Source: an optimization exercise on an open RTL-to-GDS flow (aim: small area and a short achievable clock period). Production flows keep margins and buffers that such runs may drop. RTL that was checked went through simulation tests only; none was proved equivalent to the original. No activity file was given, so power comes from the tool's default toggle rates.

## alu16bit
module alu16bit (
  input clk,
  input reset,
  input [2:0] operation,
  input [15:0] operand_A,
  input [15:0] operand_B,
  output reg [31:0] result,
  output reg carry_flag,
  output reg zero_flag
);
Size: ~730 cells after synthesis, roughly 34 flip-flops, about 71 I/O pins.
clock: 7.2 ns
lec_check: 0
abc_area: 0
cap_margin: 20
core_margin: 2
core_utilization: 40
gpl_timing_driven: 0
slew_margin: 20
synth_hierarchical: 1
standard.sh (not shown) runs the stock make flow with config.mk's settings and CLKGATE_MAP_FILE= SYNTH_SCRIPT=/design/flow/synth_recipe.tcl, a recipe that flattens the netlist after the stock synthesis.
==> flow/flow/run.sh <==
#!/bin/bash
# The standard layout, with the port buffers made of plain buffers (sky130
# buf_1, which the resizer may upsize) instead of the delay-cell buffers that
# buffer_ports picks by default.
set -euo pipefail
export BUFFER_PORTS_ARGS="-buffer_cell sky130_fd_sc_hd__buf_1"
bash standard.sh > standard.log 2>&1
Next try:
--- a/flow/design.v
+++ b/flow/design.v
@@ -30,21 +30,24 @@
     endcase
   end
   wire cin = is_sub;
   wire [15:0] cvn;
   wire t00 = ~(is_sub | (~reset & (operation == 3'd5 || operation == 3'd6)));
   wire t01 = ~(is_add | (~reset & (operation == 3'd4 || operation == 3'd5 || operation == 3'd7)));
   wire t10 = ~(is_sub | (~reset & (operation == 3'd4 || operation == 3'd5 || operation == 3'd7)));
   wire t11 = ~(is_add | (~reset & (operation == 3'd3 || operation == 3'd4)));
   genvar cb;
   generate for (cb = 0; cb < 16; cb = cb + 1) begin : g_cv
-    cvbit ucv (a[cb], b[cb], t00, t01, t10, t11, cvn[cb]);
+    wire u0, u1;
+    mux2i ucu0 (b[cb], t01, t00, u0);
+    mux2i ucu1 (b[cb], t11, t10, u1);
+    mux2i ucv (a[cb], u1, u0, cvn[cb]);
   end endgenerate
   wire is_sub_n = ~is_sub;
   wire [15:0] an = ~a;
   wire [15:0] mn = ~m;
   wire p1;
   nor2 up1 (an[0], mn[0], p1);
   wire p2;
   nor2 up2 (an[1], mn[0], p2);
   wire p3;
   nor2 up3 (an[2], mn[0], p3);
@@ -1262,22 +1265,22 @@
 endmodule
 module nand2 (input a, input b, output y);
   assign y = ~(a & b);
 endmodule
 module nor2 (input a, input b, output y);
   assign y = ~(a | b);
 endmodule
 module inv1 (input a, output y);
   assign y = ~a;
 endmodule
-module cvbit (input a, input b, input t00, input t01, input t10, input t11, output y);
-  assign y = a ? (b ? t11 : t10) : (b ? t01 : t00);
+module mux2i (input s, input d1, input d0, output y);
+  assign y = ~(s ? d1 : d0);
 endmodule
 module aoi21 (input a, input b, input c, output y);
   assign y = ~((a & b) | c);
 endmodule
 module o21ai (input a, input b, input c, output y);
   assign y = ~((a | b) & c);
 endmodule
 module oai21 (input a, input b, input c, output y);
   assign y = ~((a | b) & c);
 endmodule
Effect: The new run finished clean. Routed wire length increases by a few percent. Synthesized cell count is higher by a few percent. Die area climbs slightly. Final cell count goes up by a few percent. Via count came out higher by a few percent. Design area increases slightly. Core utilization drops by 0.47 points.

========
== v36 ==
alu16bit, a different RTL version from the one above (not shown whole).
Size: roughly 34 flip-flops, roughly 7700 um2 of cells after synthesis.
Settings: LEC_CHECK=0, ABC_AREA=0, CAP_MARGIN=20, CORE_MARGIN=2, CORE_UTILIZATION=40, GPL_TIMING_DRIVEN=0, SLEW_MARGIN=20, SYNTH_HIERARCHICAL=1; clock period 7.2 ns.
Scripts as last shown in full above: flow/flow/run.sh
## Diff of input files: v35 against v36
diff --git a/flow/design.v b/flow/design.v
--- a/flow/design.v
+++ b/flow/design.v
@@ -5,21 +5,21 @@
   input [15:0] operand_A,
   input [15:0] operand_B,
   output reg [31:0] result,
   output reg carry_flag,
   output reg zero_flag
 );
   wire [15:0] a = operand_A;
   wire [15:0] b = operand_B;
   wire is_add = ~reset & (operation == 3'd0);
   wire is_sub = ~reset & (operation == 3'd1);
-  wire is_mul = (operation == 3'd2);
+  wire is_mul = ~reset & (operation == 3'd2);
   wire [15:0] m = is_mul ? b : {15'd0, is_add | is_sub};
   reg [15:0] cv;
   always @(*) begin
     if (reset) cv = 16'd0;
     else
     case (operation)
       3'd0: cv = b;
       3'd1: cv = ~b;
       3'd3: cv = a & b;
       3'd4: cv = a | b;
@@ -33,21 +33,21 @@
   wire [15:0] cvn;
   wire t00 = ~(is_sub | (~reset & (operation == 3'd5 || operation == 3'd6)));
   wire t01 = ~(is_add | (~reset & (operation == 3'd4 || operation == 3'd5 || operation == 3'd7)));
   wire t10 = ~(is_sub | (~reset & (operation == 3'd4 || operation == 3'd5 || operation == 3'd7)));
   wire t11 = ~(is_add | (~reset & (operation == 3'd3 || operation == 3'd4)));
   genvar cb;
   generate for (cb = 0; cb < 16; cb = cb + 1) begin : g_cv
     cvbit ucv (a[cb], b[cb], t00, t01, t10, t11, cvn[cb]);
   end endgenerate
   wire is_sub_n = ~is_sub;
-  wire [15:0] an = ~(a & {16{~reset}});    
+  wire [15:0] an = ~a;
   wire [15:0] mn = ~m;
   wire p1;
   nor2 up1 (an[0], mn[0], p1);
   wire p2;
   nor2 up2 (an[1], mn[0], p2);
   wire p3;
   nor2 up3 (an[2], mn[0], p3);
   wire p4;
   nor2 up4 (an[3], mn[0], p4);
   wire p5;
==> comparison <==
Going from v36 to v35, xor/xnor cell area share of the yosys netlist barely changed; fmax went up 0.0018 GHz. Taking v36 as the reference, in v35 setup slack climbed 0.086 ns; portion of total power attributed to the clock network +2.8 points; shortest clock period the worst path allows after layout decreased by 0.086 ns relative to the old numbers. Cell area (lower): v35. Global-route total usage across every layer: v35 < v36. v36 → v35: wire length now sits lower, area growth from synthesis to layout fell 0.90 points, die area went down by 160 um2. Against v36, worst setup slack before clock tree synthesis in v35 came out better. Of v35 and v36, it is v35 that has the higher fraction of area in clock buffers and inverters. Clock-buffer cell count: v35 vs v36 down 1.
No functional check of the RTL was part of any run of this note.

========
alu16bit, a different RTL version from the one above (not shown whole).
For scale: about 930 cells after synthesis, ~34 flip-flops, ~71 I/O pins.
==> flow/config.mk <==
export PLATFORM = sky130hd
export DESIGN_NAME = alu16bit
export DESIGN_NICKNAME = alu16bit
export VERILOG_FILES = /design/flow/design.v
export SDC_FILE = /design/flow/constraint.sdc
export NUM_CORES = 4
export LEC_CHECK = 0
export ABC_AREA = 1
export CAP_MARGIN = 20
export CORE_MARGIN = 2
export CORE_UTILIZATION = 40
export GPL_TIMING_DRIVEN = 0
export SLEW_MARGIN = 20
export SYNTH_HIERARCHICAL = 1
==> flow/constraint.sdc <==
create_clock -name core_clock -period 7.2 [get_ports {clk}]
set_input_delay 1.4400 -clock core_clock [delete_from_list [all_inputs] [get_ports {clk}]]
set_output_delay 1.4400 -clock core_clock [all_outputs]
set_load 0.01 [all_outputs]
Scripts as last shown in full above: flow/flow/run.sh
==> next run, changes <==
--- a/flow/design.v
+++ b/flow/design.v
@@ -25,42 +25,23 @@
       3'd4: cv = a | b;
       3'd5: cv = ~(a & b);
       3'd6: cv = ~(a | b);
       3'd7: cv = a ^ b;
       default: cv = 16'd0;
     endcase
   end
   wire cin = is_sub;
   wire [15:0] cvn = ~cv;
   wire is_sub_n = ~is_sub;
   wire [15:0] an = ~a;
-  wire [1:0] ism;
-  wire [15:0] mn;
-  dmul ud0 (operation, reset, ism[0]);
-  dmul ud1 (operation, reset, ism[1]);
-  a21oi um0 (b[0], ism[0], is_add | is_sub, mn[0]);
-  nand2 um1 (b[1], ism[0], mn[1]);
-  nand2 um2 (b[2], ism[0], mn[2]);
-  nand2 um3 (b[3], ism[0], mn[3]);
-  nand2 um4 (b[4], ism[0], mn[4]);
-  nand2 um5 (b[5], ism[0], mn[5]);
-  nand2 um6 (b[6], ism[0], mn[6]);
-  nand2 um7 (b[7], ism[0], mn[7]);
-  nand2 um8 (b[8], ism[1], mn[8]);
-  nand2 um9 (b[9], ism[1], mn[9]);
-  nand2 um10 (b[10], ism[1], mn[10]);
-  nand2 um11 (b[11], ism[1], mn[11]);
-  nand2 um12 (b[12], ism[1], mn[12]);
-  nand2 um13 (b[13], ism[1], mn[13]);
-  nand2 um14 (b[14], ism[1], mn[14]);
-  nand2 um15 (b[15], ism[1], mn[15]);
+  wire [15:0] mn = ~m;
   wire p1;
   nor2 up1 (an[0], mn[0], p1);
   wire p2;
   nor2 up2 (an[1], mn[0], p2);
   wire p3;
   nor2 up3 (an[2], mn[0], p3);
   wire p4;
   nor2 up4 (an[3], mn[0], p4);
   wire p5;
   nor2 up5 (an[4], mn[0], p5);
   wire p6;
@@ -1200,26 +1181,17 @@
     zero_flag  <= z;
   end
 endmodule
 module fa (input a, input b, input c, output s, output co);
   assign s = a ^ b ^ c;
   assign co = (a & b) | (a & c) | (b & c);
 endmodule
 module ha (input a, input b, output s, output co);
   assign s = a ^ b;
   assign co = a & b;
 endmodule
-module nand2 (input a, input b, output y);
-  assign y = ~(a & b);
-endmodule
 module nor2 (input a, input b, output y);
   assign y = ~(a | b);
 endmodule
-module dmul (input [2:0] op, input rst, output y);
-  assign y = ~rst & (op == 3'd2);
-endmodule
-module a21oi (input a, input b, input c, output y);
-  assign y = ~((a & b) | c);
-endmodule
 module o21ai (input a, input b, input c, output y);
   assign y = ~((a | b) & c);
 endmodule
What happened:
- The changed run completed without violations
- design area fell by 2.7%
- hold slack is worse by 0.088 ns
- sequential power is about the same
- final cell count drops by 3.1%
- setup slack gets worse by 0.022 ns
- power fell by 1.6%
- wire length decreases by 1.1%
- fmax fell by 0.33%
- die area came out lower by 2.7%
- count of clock-buffer cells in the layout increases by 3
- via count went down by 2.3%
- sequential share of layout area goes up by 0.19 points
- critical path depth rises by 5
The RTL of the first run of this note was laid out without a check of its function.

## port drivers added, routing unchanged
Ports are ideal in the flow. The routed layouts listed here were re-timed in OpenROAD. Step 1 assumes that a clkbuf_16 drives the clock port and a buf_2 every other input. Step 2, shift: input delay + t, output delay - t, t = (earliest + latest rising clock arrival at the registers) / 2. This alone moves slack from input paths to output paths. a / b / c = ideal / step 1 / step 2; a / b = the first two.
run | t (ns) | setup slack, ns | worst data-port slew with drivers (ns)
the first run of note 1 | 0.332 | 0.363 / 0.375 / 0.043 | 0.04
the second run of note 1 | 0.342 | 0.275 / 0.294 / -0.048 | 0.04
v36 | 0.332 | 0.159 / 0.176 / -0.156 | 0.04
v35 | 0.333 | 0.245 / 0.267 / -0.066 | 0.04
the first run of note 3 | 0.341 | 0.362 / 0.386 / 0.045 | 0.05
the second run of note 3 | 0.343 | 0.340 / 0.359 / 0.016 | 0.05
Met with ideal ports but missed after step 2: setup timing in the second run of note 1, v36 and v35. The setup slack of the second run of note 3, which loses most, moves by +0.019 ns with the drivers and by -0.324 ns with both steps.
